Context: an optimization exercise on an open-source flow, tuned for a short achievable clock period and few clock cycles. The choices shown serve that exercise and are no tape-out recipe. Function was checked by simulation only, so behaviour that the tests miss may differ from the original. No activity file was given, so power comes from the tool's default toggle rates.

<file path="flow/design.v">
`timescale 10 ns / 1 ns
module alu(
	input [32 - 1:0] A,
	input [32 - 1:0] B,
	input [2:0] ALUop,
	output Overflow,
	output CarryOut,
	output Zero,
	output [32 - 1:0] Result
);
	parameter MSB = 32 - 1;
	wire op_and;
	wire op_or;
	wire op_add;
	wire op_sub;
	wire op_slt;
	wire op_sltu;
	wire op_xor;
	wire op_nor;
	assign op_and  = ALUop == 3'b111;
	assign op_or   = ALUop  == 3'b110;
	assign op_add  = ALUop == 3'b000;
	assign op_sub  = ALUop == 3'b001;
	assign op_slt  = ALUop == 3'b010;
	assign op_sltu = ALUop == 3'b011;
	assign op_xor  = ALUop == 3'b100;
	assign op_nor  = ALUop == 3'b101;
	wire [32-1:0] and_result;
	wire [32-1:0] or_result;
	wire [32-1:0] add_sub_result;
	wire [32-1:0] slt_result;
	wire [32-1:0] sltu_result;
	wire [32-1:0] xor_result;
	wire [32-1:0] nor_result;
	wire [32-1:0] B_adder;
	wire Cout;
	wire Cin;
	assign and_result = A & B;
	assign or_result  = A | B;
	assign xor_result = A ^ B;
	assign nor_result = ~(A | B);
	assign B_adder = (op_sub | op_slt | op_sltu)? ~B:B;
	assign Cin 	   = (op_sub | op_slt | op_sltu)? 1'b1:1'b0;
	assign {Cout,add_sub_result} = A + B_adder + Cin;
	assign CarryOut = (op_add & Cout) | ((op_sub|op_slt|op_sltu) & ~Cout);
	assign Overflow = (A[MSB] ^~ B_adder[MSB]) & (add_sub_result[MSB] ^ A[MSB]);
	assign slt_result = add_sub_result[MSB] ^ Overflow;
	assign sltu_result = {31'b0, ~Cout};
	assign Result = ({32{op_and}} 			& and_result)
				  | ({32{op_or}} 			& or_result)
				  | ({32{op_add|op_sub}} 	& add_sub_result)
				  | ({32{op_slt}} 			& slt_result)
				  | ({32{op_sltu}} 		& sltu_result)
				  | ({32{op_xor}} 			& xor_result)
				  | ({32{op_nor}} 			& nor_result);
	assign Zero = Result==32'b0;
endmodule
`timescale 10 ns / 1 ns
module shifter (
	input [32 - 1:0] A,
	input [32 - 1:0] B,
	input [1:0] Shiftop,
	output [32 - 1:0] Result
);
	wire sll;
	wire sra;
	wire srl;
	wire [32 - 1:0]sll_result;
	wire [32 - 1:0]sra_result;
	wire [32 - 1:0]srl_result;
	assign sll = Shiftop == 2'b00;
	assign srl = Shiftop == 2'b01;
	assign sra = Shiftop == 2'b11;
	assign sll_result = A << B[4:0];
	assign sra_result = ($signed(A)) >>> B[4:0];
	assign srl_result = A >> B[4:0];
	assign Result = ({32{sll}} & sll_result)
				  | ({32{sra}} & sra_result)
				  | ({32{srl}} & srl_result);
endmodule
`timescale 10 ns / 1 ns
module reg_file(
	input clk,
	input rst,
	input [5 - 1:0] waddr,
	input [5 - 1:0] raddr1,
	input [5 - 1:0] raddr2,
	input wen,
	input [32 - 1:0] wdata,
	output [32 - 1:0] rdata1,
	output [32 - 1:0] rdata2
);
	parameter FILE_WIDTH = 2 ** 5;
	reg [32 - 1:0] reg_array [FILE_WIDTH - 1 :0];
	always @(posedge clk) begin
		if(wen) begin
			reg_array[waddr] <= wdata;
		end
	end
	assign rdata1 = (raddr1==5'b0)? 32'b0 : reg_array[raddr1];
	assign rdata2 = (raddr2==5'b0)? 32'b0 : reg_array[raddr2];
endmodule
`timescale 10ns / 1ns
module custom_cpu(
	input  rst,
	input  clk,
	output reg [31:0] PC,
	output reg Inst_Req_Valid,
	input Inst_Req_Ready,
	input  [31:0] Instruction,
	input Inst_Valid,
	output reg Inst_Ready,
	output [31:0] Address,
	output MemWrite,
	output [31:0] Write_data,
	output [3:0] Write_strb,
	output MemRead,
	input Mem_Req_Ready,
	input  [31:0] Read_data,
	input Read_data_Valid,
	output reg Read_data_Ready, 
    output [31:0]	cpu_perf_cnt_0,
    output [31:0]	cpu_perf_cnt_1
);
	localparam RST = 9'b000000001;
	localparam IF  = 9'b000000010;
	localparam IW  = 9'b000000100;
	localparam ID  = 9'b000001000;
	localparam EX  = 9'b000010000;
	localparam WB  = 9'b000100000;
	localparam ST  = 9'b001000000;
	localparam LD  = 9'b010000000;
	localparam RDW = 9'b100000000;
	localparam HIGH = 1'b1;
	localparam LOW  = 1'b0;
	reg   [8:0]     current_state;
	reg   [8:0]     next_state;
	reg   [31:0]    ALUReg;
	reg   [31:0]    ResultReg;
	reg   [31:0]    MemReg;
	reg   [31:0]    InstReg;
	reg   [31:0]    rdata1Reg;
	reg   [31:0]    rdata2Reg;
	wire  [31:0]    ALU_A;
	wire  [31:0]    ALU_B;
	wire  [2:0]     ALUop;
	wire  [31:0]    ALU_result;
	wire		    ALU_overflow;
	wire            ALU_carryout;
	wire            ALU_zero;
	wire			RF_wen;
	wire  [4:0]		RF_waddr;
	wire  [31:0]	RF_wdata;
	wire  [4:0]     raddr1;
	wire  [4:0]     raddr2;
	wire  [31:0]    rdata1;
	wire  [31:0]    rdata2;
	wire  [31:0]    Shift_A;
	wire  [31:0]    Shift_B;
	wire  [1:0]     Shiftop;
	wire  [31:0]    Shift_result;
	wire  [6:0]     opcode;
	wire  [2:0]     funct;
	wire  [4:0]     rd;
	wire  [4:0]     rs1;
	wire  [4:0]     rs2;
	wire  [6:0]     func7;
	wire Utype;
	wire jalr ;
	wire jal  ;
	wire Btype;
	wire Iload;
	wire Stype;
	wire Ioprt;
	wire Rtype;
	wire lui;
	wire auipc;
	wire shift;
	wire Mem2Reg;
	wire ALUsrc;
	wire Branch;
	wire  [31:0]    Ioprt_ext;
	wire  [31:0]    Btype_ext;
	wire  [31:0]    Stype_ext;
	wire  [31:0]    Utype_ext;
	wire  [31:0]    Jtype_ext;
	wire  [31:0]    imm_data;
	wire  [31:0]    Data_result;
	wire  [31:0]    PC_next;
	wire  [31:0]    PC_plus4;
	wire  [31:0]    PC_tar;
	wire  [31:0]    jalr_addr;
	wire 			sb;
	wire 			sh;
	wire 			sw;
	wire  [3:0]     addrtype; 
	wire  			lbu;      
	wire  			lhu;
	wire  [31:0]    lb_data;
	wire  [31:0]    lh_data;
	wire  [31:0]    lw_data;
	wire  [31:0]    lbu_data;
	wire  [31:0]    lhu_data;
	wire  [31:0]    Load_data;
	reg   [31:0]    cycle_cnt;
	reg   [31:0]    inst_cnt;
	always @(posedge clk) begin
		if (rst) 
			cycle_cnt <= 32'd0;
		else
			cycle_cnt <= cycle_cnt + 32'd1;
	end
	assign cpu_perf_cnt_0 = cycle_cnt;
	always @(posedge clk) begin
		if (rst) 
			inst_cnt <= 32'd0;
		else if(current_state == IW && Inst_Valid)
			inst_cnt <= inst_cnt + 32'd1;
	end
	assign cpu_perf_cnt_1 = inst_cnt;
	always @(posedge clk) begin
        if (rst) begin
            current_state <= RST;
        end 
		else begin
            current_state <= next_state;
        end
    end
	always @(*) begin
		case(current_state) 
			RST : begin
				if(rst) next_state = RST;
				else next_state = IF;
			end
			IF : begin
				if(Inst_Req_Ready) next_state = IW;
				else next_state = IF;
			end
			IW : begin
				if(Inst_Valid) next_state = ID;
				else next_state = IW;
			end
			ID : begin
				next_state = EX;
			end
			EX : begin
				if(Iload) next_state = LD;
				else if(Stype) next_state = ST;
				else if(Btype) next_state = IF;
				else next_state = WB;
			end
			LD : begin
				if (Mem_Req_Ready) next_state = RDW;
				else next_state = LD;
			end
			RDW : begin
				if(Read_data_Valid) next_state = WB;
				else next_state = RDW;
			end
			ST : begin
				if(Mem_Req_Ready) next_state = IF;
				else next_state = ST;
			end
			WB : begin
				next_state = IF;
			end
			default : begin
				next_state = IF;
			end
		endcase
	end
	always @(posedge clk) begin
		if(next_state == RST)
			Inst_Req_Valid <= LOW;
		else if(next_state == IF)
			Inst_Req_Valid <= HIGH;
		else
			Inst_Req_Valid <= LOW;
	end
	always @(posedge clk) begin
		if(next_state == RST)
			Inst_Ready <= HIGH;
		else if(next_state == IW)
			Inst_Ready <= HIGH;
		else
			Inst_Ready <= LOW;
	end
	always @(posedge clk) begin
		if(next_state == RST)
			Read_data_Ready <= HIGH;
		else if(next_state == RDW)
			Read_data_Ready <= HIGH;
		else
			Read_data_Ready <= LOW;
	end
	always @(posedge clk) begin
		if(current_state == IW && Inst_Valid) 
			InstReg <= Instruction;
	end
	always @(posedge clk) begin
		if(current_state == ID) begin
			rdata1Reg <= rdata1;
			rdata2Reg <= rdata2;
		end
	end
	always @(posedge clk) begin
		if(current_state == EX) begin
			ALUReg <= ALU_result;
			ResultReg <= Data_result;
		end
	end
	always @(posedge clk) begin
		if(current_state == RDW && Read_data_Valid)
			MemReg <= Load_data;
	end
	assign opcode  = InstReg[6:0];
	assign rd      = InstReg[11:7];
	assign funct   = InstReg[14:12];
	assign rs1     = InstReg[19:15];
	assign rs2     = InstReg[24:20];
	assign func7   = InstReg[31:25];
	assign Utype   = (~opcode[6] &  opcode[4]) & (~opcode[3] &  opcode[2]);
	assign jalr    = ( opcode[6] &  opcode[5]) & (~opcode[4] & ~opcode[3]) &  opcode[2];
	assign jal     = ( opcode[6] &  opcode[5]) & (~opcode[4] &  opcode[3]) &  opcode[2];
	assign Btype   = ( opcode[6] &  opcode[5]) & (~opcode[4] & ~opcode[3]) & ~opcode[2];
	assign Iload   = (~opcode[6] & ~opcode[5]) & (~opcode[4] & ~opcode[3]) & ~opcode[2];
	assign Stype   = (~opcode[6] &  opcode[5]) & (~opcode[4] & ~opcode[3]) & ~opcode[2];
	assign Ioprt   = (~opcode[6] & ~opcode[5]) & ( opcode[4] & ~opcode[3]) & ~opcode[2];
	assign Rtype   = (~opcode[6] &  opcode[5]) & ( opcode[4] & ~opcode[3]) & ~opcode[2];
	assign lui = Utype & opcode[5];
	assign auipc = Utype & ~opcode[5];
	assign shift = (Rtype | Ioprt) & (funct[0] & ~funct[1]);
	assign MemRead = current_state == LD;
	assign MemWrite = current_state == ST;
	assign ALUsrc = Iload | Stype | Ioprt | jalr;
	assign Mem2Reg = Iload;
	assign Ioprt_ext = {{20{InstReg[31]}} , InstReg[31:20]};
	assign Btype_ext = {{20{InstReg[31]}} , InstReg[7] , InstReg[30:25] , InstReg[11:8] , 1'b0};
	assign Stype_ext = {{20{InstReg[31]}} , InstReg[31:25] , InstReg[11:7]};
	assign Utype_ext = {    InstReg[31:12], 12'd0};
	assign Jtype_ext = {{12{InstReg[31]}} , {InstReg[19:12], InstReg[20], InstReg[30:21], 1'b0}};
	assign imm_data = ({32{Ioprt | Iload | jalr}} & Ioprt_ext)
					| ({32{Btype}} & Btype_ext)
					| ({32{Stype}} & Stype_ext)
					| ({32{Utype}} & Utype_ext)
					| ({32{jal}} & Jtype_ext);
	assign Branch = Btype & ((~funct[2] & (funct[0] ^ ALU_zero)) | (funct[2] & (funct[0] ^~ ALU_zero)));
	assign PC_plus4 = PC + 32'd4; 
	assign PC_tar = PC + imm_data;
	assign jalr_addr = {ALU_result[31:1] , 1'b0};
	assign PC_next = ({32{Branch | jal}} & PC_tar)
					|({32{jalr}} & jalr_addr)
					|({32{~Branch & ~jal & ~jalr}} & PC_plus4);
	always @(posedge clk) begin
		if(rst) 
			PC <= 32'd0; 
		else if(current_state == EX)
			PC <= PC_next;
	end
	assign sb  =  ~funct[2] & ~funct[1] & ~funct[0];
	assign sh  =  ~funct[2] & ~funct[1] &  funct[0];
	assign sw  =  ~funct[2] &  funct[1] & ~funct[0];
	assign addrtype[0] = ~ALUReg[1] & ~ALUReg[0]; 
	assign addrtype[1] = ~ALUReg[1] &  ALUReg[0]; 
	assign addrtype[2] =  ALUReg[1] & ~ALUReg[0]; 
	assign addrtype[3] =  ALUReg[1] &  ALUReg[0]; 
	assign Write_strb[3] = sw | sb & addrtype[3] | sh & addrtype[2] ;
	assign Write_strb[2] = sw | sb & addrtype[2] | sh & addrtype[2] ;
	assign Write_strb[1] = sw | sb & addrtype[1] | sh & addrtype[0] ;
	assign Write_strb[0] = addrtype[0] ;
	assign Write_data = ({32{sb}}  & {4{rdata2Reg[7:0]}})
					  | ({32{sh}}  & {2{rdata2Reg[15:0]}})
					  | ({32{sw}}  & rdata2Reg);
	assign lbu =  funct[2] & ~funct[1] & ~funct[0];
	assign lhu =  funct[2] & ~funct[1] &  funct[0];
	assign lb_data = ({32{addrtype[3]}} & {{24{Read_data[31]}}, Read_data[31:24]})
				   | ({32{addrtype[2]}} & {{24{Read_data[23]}}, Read_data[23:16]})
				   | ({32{addrtype[1]}} & {{24{Read_data[15]}}, Read_data[15:8]})
				   | ({32{addrtype[0]}} & {{24{Read_data[7]}} , Read_data[7:0]});
	assign lh_data = ({32{(addrtype[3] | addrtype[2])}} & {{16{Read_data[31]}}, Read_data[31:16]})
				   | ({32{(addrtype[1] | addrtype[0])}} & {{16{Read_data[15]}}, Read_data[15:0]});
	assign lw_data  =  Read_data[31:0];
	assign lbu_data = {24'b0, lb_data[7:0]};
	assign lhu_data = {16'b0, lh_data[15:0]};
	assign Load_data = ({32{sb}} & lb_data)
					 | ({32{sh}} & lh_data)
					 | ({32{sw}} & lw_data)
					 | ({32{lbu}} & lbu_data)
					 | ({32{lhu}} & lhu_data);
	assign raddr1 = rs1;
	assign raddr2 = rs2;
	assign RF_wen = current_state[5];
	assign RF_waddr = rd;
	assign Data_result = ({32{jal | jalr}}  & PC_plus4)
						|({32{auipc}}   & PC_tar)
						|({32{lui}}   & Utype_ext)
						|({32{shift}} & Shift_result)
						|({32{(Rtype | Ioprt) & ~shift}} & ALU_result);
	assign RF_wdata = Mem2Reg? MemReg: ResultReg;
	assign Address  = {ALUReg[31:2], 2'b00};
	assign ALUop = ({3{Iload | Stype | jalr}} & 3'b000) 
				 | ({3{Btype}} & {1'b0, funct[2], funct[2] ^~ funct[1]})
				 | ({3{Rtype}} & {funct[2:1], func7[5] | funct[0]})
				 | ({3{Ioprt}} & {funct[2:0]});
	assign ALU_A = rdata1Reg;
	assign ALU_B = ALUsrc? imm_data : rdata2Reg;
	assign Shiftop = {func7[5],funct[2]};
	assign Shift_A = rdata1Reg;
	assign Shift_B = opcode[5] ? rdata2Reg : {27'b0,rs2};
	alu u_alu(
		.A(ALU_A),
		.B(ALU_B),
		.ALUop(ALUop),
		.Overflow(ALU_overflow),
		.CarryOut(ALU_carryout),
		.Zero(ALU_zero),
		.Result(ALU_result)
	);
	reg_file u_reg_file(
		.clk(clk),
		.rst(rst),
		.waddr(RF_waddr),
		.raddr1(raddr1),
		.raddr2(raddr2),
		.wen(RF_wen),
		.wdata(RF_wdata),
		.rdata1(rdata1),
		.rdata2(rdata2)
	);
	shifter u_shifter(
		.A(Shift_A),
		.B(Shift_B),
	    .Shiftop(Shiftop),
		.Result(Shift_result)
	);
endmodule
</file>
<file path="flow/run.sh">
#!/bin/bash
# synth_recipe.tcl (not shown) runs the flow's synth.tcl, then flattens the netlist and writes it again
# the make line also repeats each setting of config.mk as NAME=value (left out here)
make -C /OpenROAD-flow-scripts/flow DESIGN_CONFIG=/design/flow/config.mk WORK_HOME=/design/flow/orfs CLKGATE_MAP_FILE= SYNTH_SCRIPT=/design/flow/synth_recipe.tcl finish
</file>
<file path="flow/config.mk">
export PLATFORM = sky130hd
export DESIGN_NAME = custom_cpu
export DESIGN_NICKNAME = custom_cpu
export VERILOG_FILES = /design/flow/design.v
export SDC_FILE = /design/flow/constraint.sdc
export NUM_CORES = 4
export LEC_CHECK = 0
export CAP_MARGIN = 20
export CORE_MARGIN = 2
export CORE_UTILIZATION = 40
export SLEW_MARGIN = 20
</file>
<file path="flow/constraint.sdc">
create_clock -name core_clock -period 10.0 [get_ports {clk}]
set_input_delay 2.0000 -clock core_clock [delete_from_list [all_inputs] [get_ports {clk}]]
set_output_delay 2.0000 -clock core_clock [all_outputs]
set_load 0.01 [all_outputs]
</file>
==> metrics.csv <==
stage,metric,value,unit
worst_hold_path,hold depth,1,
power_and_ir_drop,sequential share of power,52.5,%
power_and_ir_drop,net load switching power,0.00243,W
logic_synthesis,Synth Area per Inst,14.4,um^2
worst_setup_path,Top Family by Delay on Critical Path,simple AND/OR/NAND/NOR gates,
drt,Avg WL per Cell,33.2,um
global_routing,initial antenna violation count,15,
worst_hold_path,hold path endpoint,cycle_cnt[0],
power_and_ir_drop,Leakage,27.1,nW
status,outcome,"complete, no violations",
logic_synthesis,Yosys reg bits,1322,
sta,Sum Neg Setup Slack,0,ns
power_and_ir_drop,Pint,0.00892,W
worst_setup_path,reg2reg start,InstReg[2],
worst_setup_path,cells on worst reg2reg path,28,
sta,final worst-path cycle share,90.6,%
worst_setup_path,CP peak stage delay,0.83,ns
job,Max-Cap Viols,0,
placement,I/O Buffers,234,
worst_setup_path,"Arr. time, crit path",9.77,ns
global_routing,global-route wire length before repair,351000,um
sta,final hold vios,0,
logic_synthesis,Synth async-reset ratio,0,%
final_layout,"non-filler cells, final",7524,
placement,Placed Cells,7256,
floorplan,initial core utilization,40.3,%
placement,gp weighted congestion,1.03,
clocking,Post-CTS Hold Fix Bufs,0,
power_and_ir_drop,Combinational Power Share,1.6,%
worst_setup_path,CP endpoint kind,flip-flop,
global_routing,vias in the first global route,46600,
floorplan,core area,176000,um^2
clocking,Root Buffer,clkbuf_16,
power_and_ir_drop,Net Sw Frac,21.4,%
clocking,Post CTS Setup Buffer Count,0,
worst_setup_path,CP dominant cell by count,nor4_1,
power_and_ir_drop,VDD IR max,0.130,mV
clocking,clock-pin slew on the worst setup and hold paths,0.06,ns
floorplan,die width,426,um
sta,Final min period,9.06,ns
final_layout,Layout Nets,5267,
floorplan,die area,181000,um^2
worst_setup_path,startpoint types,flip-flop,
clocking,post-CTS sizing,0,
sta,RSZ-0062 raised after global routing,false,
final_layout,layout cell share with drive strength beyond 1,21.3,%
logic_synthesis,Yosys cell types,93,
placement,detailed placement HPWL,157000,um
worst_setup_path,worst setup path class,flip-flop to flip-flop,
global_routing,largest net degree at the start of global routing,117,
worst_setup_path,R2R Setup Slk,0.94,ns
floorplan,IO Pins,239,
clocking,Clock Sink Count,1322,
logic_synthesis,"Top FF cell, synth",edfxtp_1,
logic_synthesis,Synth Instances,4932,
power_and_ir_drop,Clk pwr share,45.9,%
sta,endpoints failing setup,0,
worst_setup_path,critical path required time,10.71,ns
sta,Final Max Slew Viols,0,
global_routing,total grt overflow,0,
sta,FMAX,110,MHz
clocking,later-pin clock latency in the skew report,0.82,ns
logic_synthesis,YS warnings,2,
global_routing,GRT Overall Usage,27.2,%
clocking,deepest clock path buffer count,3,
worst_setup_path,reg2reg end,PC[30],
floorplan,Die Y,426,um
drt,via count,48500,
worst_setup_path,Slowest cell on crit path,o21ai_2,
clocking,# H-tree levels,4,
floorplan,# rows,154,
sta,Rel. slew slack,23.3,%
worst_setup_path,Worst Path Max Fanout,16,
logic_synthesis,post-synthesis sequential area ratio,54.2,%
drt,# DRC,0,
drt,post-route ant nets,0,
final_layout,Area Overhead vs Synth,13.5,%
drt,Starting DRT DRC Count,6507,
drt,Via density,6.45,
logic_synthesis,number of flops mapped to enable cells by yosys,1214,
drt,Final Routed Wirelength,250000,um
drt,DR pass1 iterations,7,
clocking,CTS tree,yes,
worst_hold_path,worst hold start,cycle_cnt[0],
worst_hold_path,Hold Path Class,flip-flop to flip-flop,
worst_setup_path,"Buf+Inv Stages, Crit Path",0,
sta,Worst Skew,0.0452,ns
logic_synthesis,synthesized cell area,71200,um^2
clocking,cts bufs inserted,144,
power_and_ir_drop,Power Density,140,nW/um^2
sta,Slew @ Worst Pin,1.14,ns
## per-stage QoR
| step | hold slack [ns] | power, W | setup slack, ns | utilization, % | cell area [um^2] |
|---|---|---|---|---|---|
| finish | 0.461 | 0.0114 | 0.939 | 45.8 | 80800 |
| global route | 0.487 | 0.0116 | 0.369 | 45.8 | 80800 |
| floorplan | 0.465 | 0.00616 | 2.22 | - | 71200 |
| global placement | 0.440 | 0.00625 | 1.16 | 43.2 | 76200 |
| detailed placement | 0.456 | 0.00625 | 1.06 | 43.2 | 76300 |
| CTS | 0.469 | 0.0114 | 1.08 | 45.8 | 80800 |
## power groups by stage
stage               clock network [W]  registers, W   logic, W
floorplan                           0       0.00607  0.0000897
global placement                    0       0.00608   0.000174
detailed placement                  0       0.00608   0.000174
CTS                           0.00526       0.00596   0.000175
global route                  0.00548       0.00596   0.000185
finish                        0.00521       0.00596   0.000177
## state kept, by name, summed over array words and instances (netlist names)
signal and flops:
PC 32, Inst_Req_Valid 1, inst_cnt 32, rdata1Reg 32, InstReg 30, current_state 9, Inst_Ready 1, MemReg 32
u_reg_file.reg_array 1024, rdata2Reg 32, ResultReg 32, Read_data_Ready 1, ALUReg 32, cycle_cnt 32
## layout make-up
type / count / area, um^2
Fill cell: 15500 / 95700
Sequential cell: 1322 / 38600
Multi-Input combinational cell: 3119 / 31000
Clock buffer: 180 / 3770
Timing Repair Buffer: 358 / 3310
Tap cell: 2340 / 2930
Clock inverter: 80 / 797
Inverter: 117 / 440
Antenna cell: 8 / 20.0
## Yosys cell counts, drive strengths merged (13+ instances only)
cell	number	area, um^2
a211oi	33	248
a21o	45	338
a21oi	212	1060
a221o	26	260
a221oi	33	319
a22o	18	158
a22oi	21	158
a31oi	29	181
and2	16	100
and3	35	219
buf	116	578
clkbuf	259	972
dfxtp	108	2160
edfxtp	1214	36500
ha	132	1650
inv	114	428
mux2	55	623
mux2i	189	1890
mux4	642	14500
nand2	336	1260
nand2b	21	131
nand3	70	350
nand4	24	150
nor2	368	1380
nor2b	26	163
nor3	53	270
nor3b	15	113
nor4	14	87.6
o211ai	46	345
o21ai	264	1330
o22ai	34	219
o31ai	13	97.6
or3	32	200
xnor2	57	499
xor2	102	912
## how the worst max path moves through the flow
| stage | startpoint | to | depth (start not counted) |
|---|---|---|---|
| after floorplan | InstReg[14] | PC[24] | 31 |
| after global placement | InstReg[2] | PC[24] | 28 |
| after detailed placement | InstReg[2] | PC[24] | 28 |
| after CTS | InstReg[2] | PC[30] | 28 |
| after global routing | InstReg[5] | PC[30] | 28 |
| final | InstReg[2] | PC[30] | 28 |
## per-layer routing
layer,part of all wire [%],track usage [%],up-vias
li1,-,-,20000
met1,38,36.1,25200
met2,47,43.1,2648
met3,9.0,5.12,581
met4,5.5,13.1,10
met5,0.024,0,-
## layout by cell type, fill, tap and decap left out, types with 34 or more instances in the layout
cell             instances
edfxtp_1              1214
mux4_2                 642
nand2_1                336
nor2_1                 331
o21ai_0                255
clkdlybuf4s50_1        233
a21oi_1                210
mux2i_1                185
clkbuf_16              145
ha_1                   132
buf_4                  121
inv_1                  112
dfxtp_1                108
xor2_1                 101
nand3_1                 70
xnor2_1                 57
mux2_2                  54
nor3_1                  51
o211ai_1                46
a21o_1                  45
nor2_4                  35
and3_1                  35
clkbuf_1                34
## logic make-up (layout without fill, tap and decap cells)
| kind of cell | after synthesis | count (layout) | synth area share (%) |
|---|---|---|---|
| buf+inv | 492 | 735 | 2.79 |
| simple gates | 1055 | 1055 | 6.77 |
| xor+xnor | 159 | 159 | 1.98 |
| fa+ha+maj | 135 | 135 | 2.40 |
| mux | 886 | 886 | 23.8 |
| compound gates | 882 | 882 | 7.97 |
| other cells | 1 | 10 | 0.00527 |
| flops | 1322 | 1322 | 54.2 |
Testbench counts, summed over its fixed seeds: cycles 75,731.

[afterwards: timing with drivers on the ports]
The results above use ideal ports. As a check the final layout listed here was re-extracted and re-timed, cells and wires unchanged.
Step 1: set_driving_cell puts a clkbuf_16 on clk and a buf_2 on each other input, an assumption about the parent block.
Step 2, shift: input delay + t, output delay - t, t = (earliest + latest rising clock arrival at the registers) / 2. This alone moves slack from input paths to output paths.
Slacks: ideal / step 1 / step 2; pairs: ideal / step 1.
shift t [ns]: 0.871
setup slack, ns: 0.939 / 0.939 / 0.939
worst setup path after step 2: register to register
worst register clock-pin slew, ns: 0.08 / 0.08
cell pins on the clock port's net: 1
After both steps setup and hold are still met in this run. For this run, drivers alone change the setup slack by 0.000 ns; drivers and shift together by 0.000 ns.
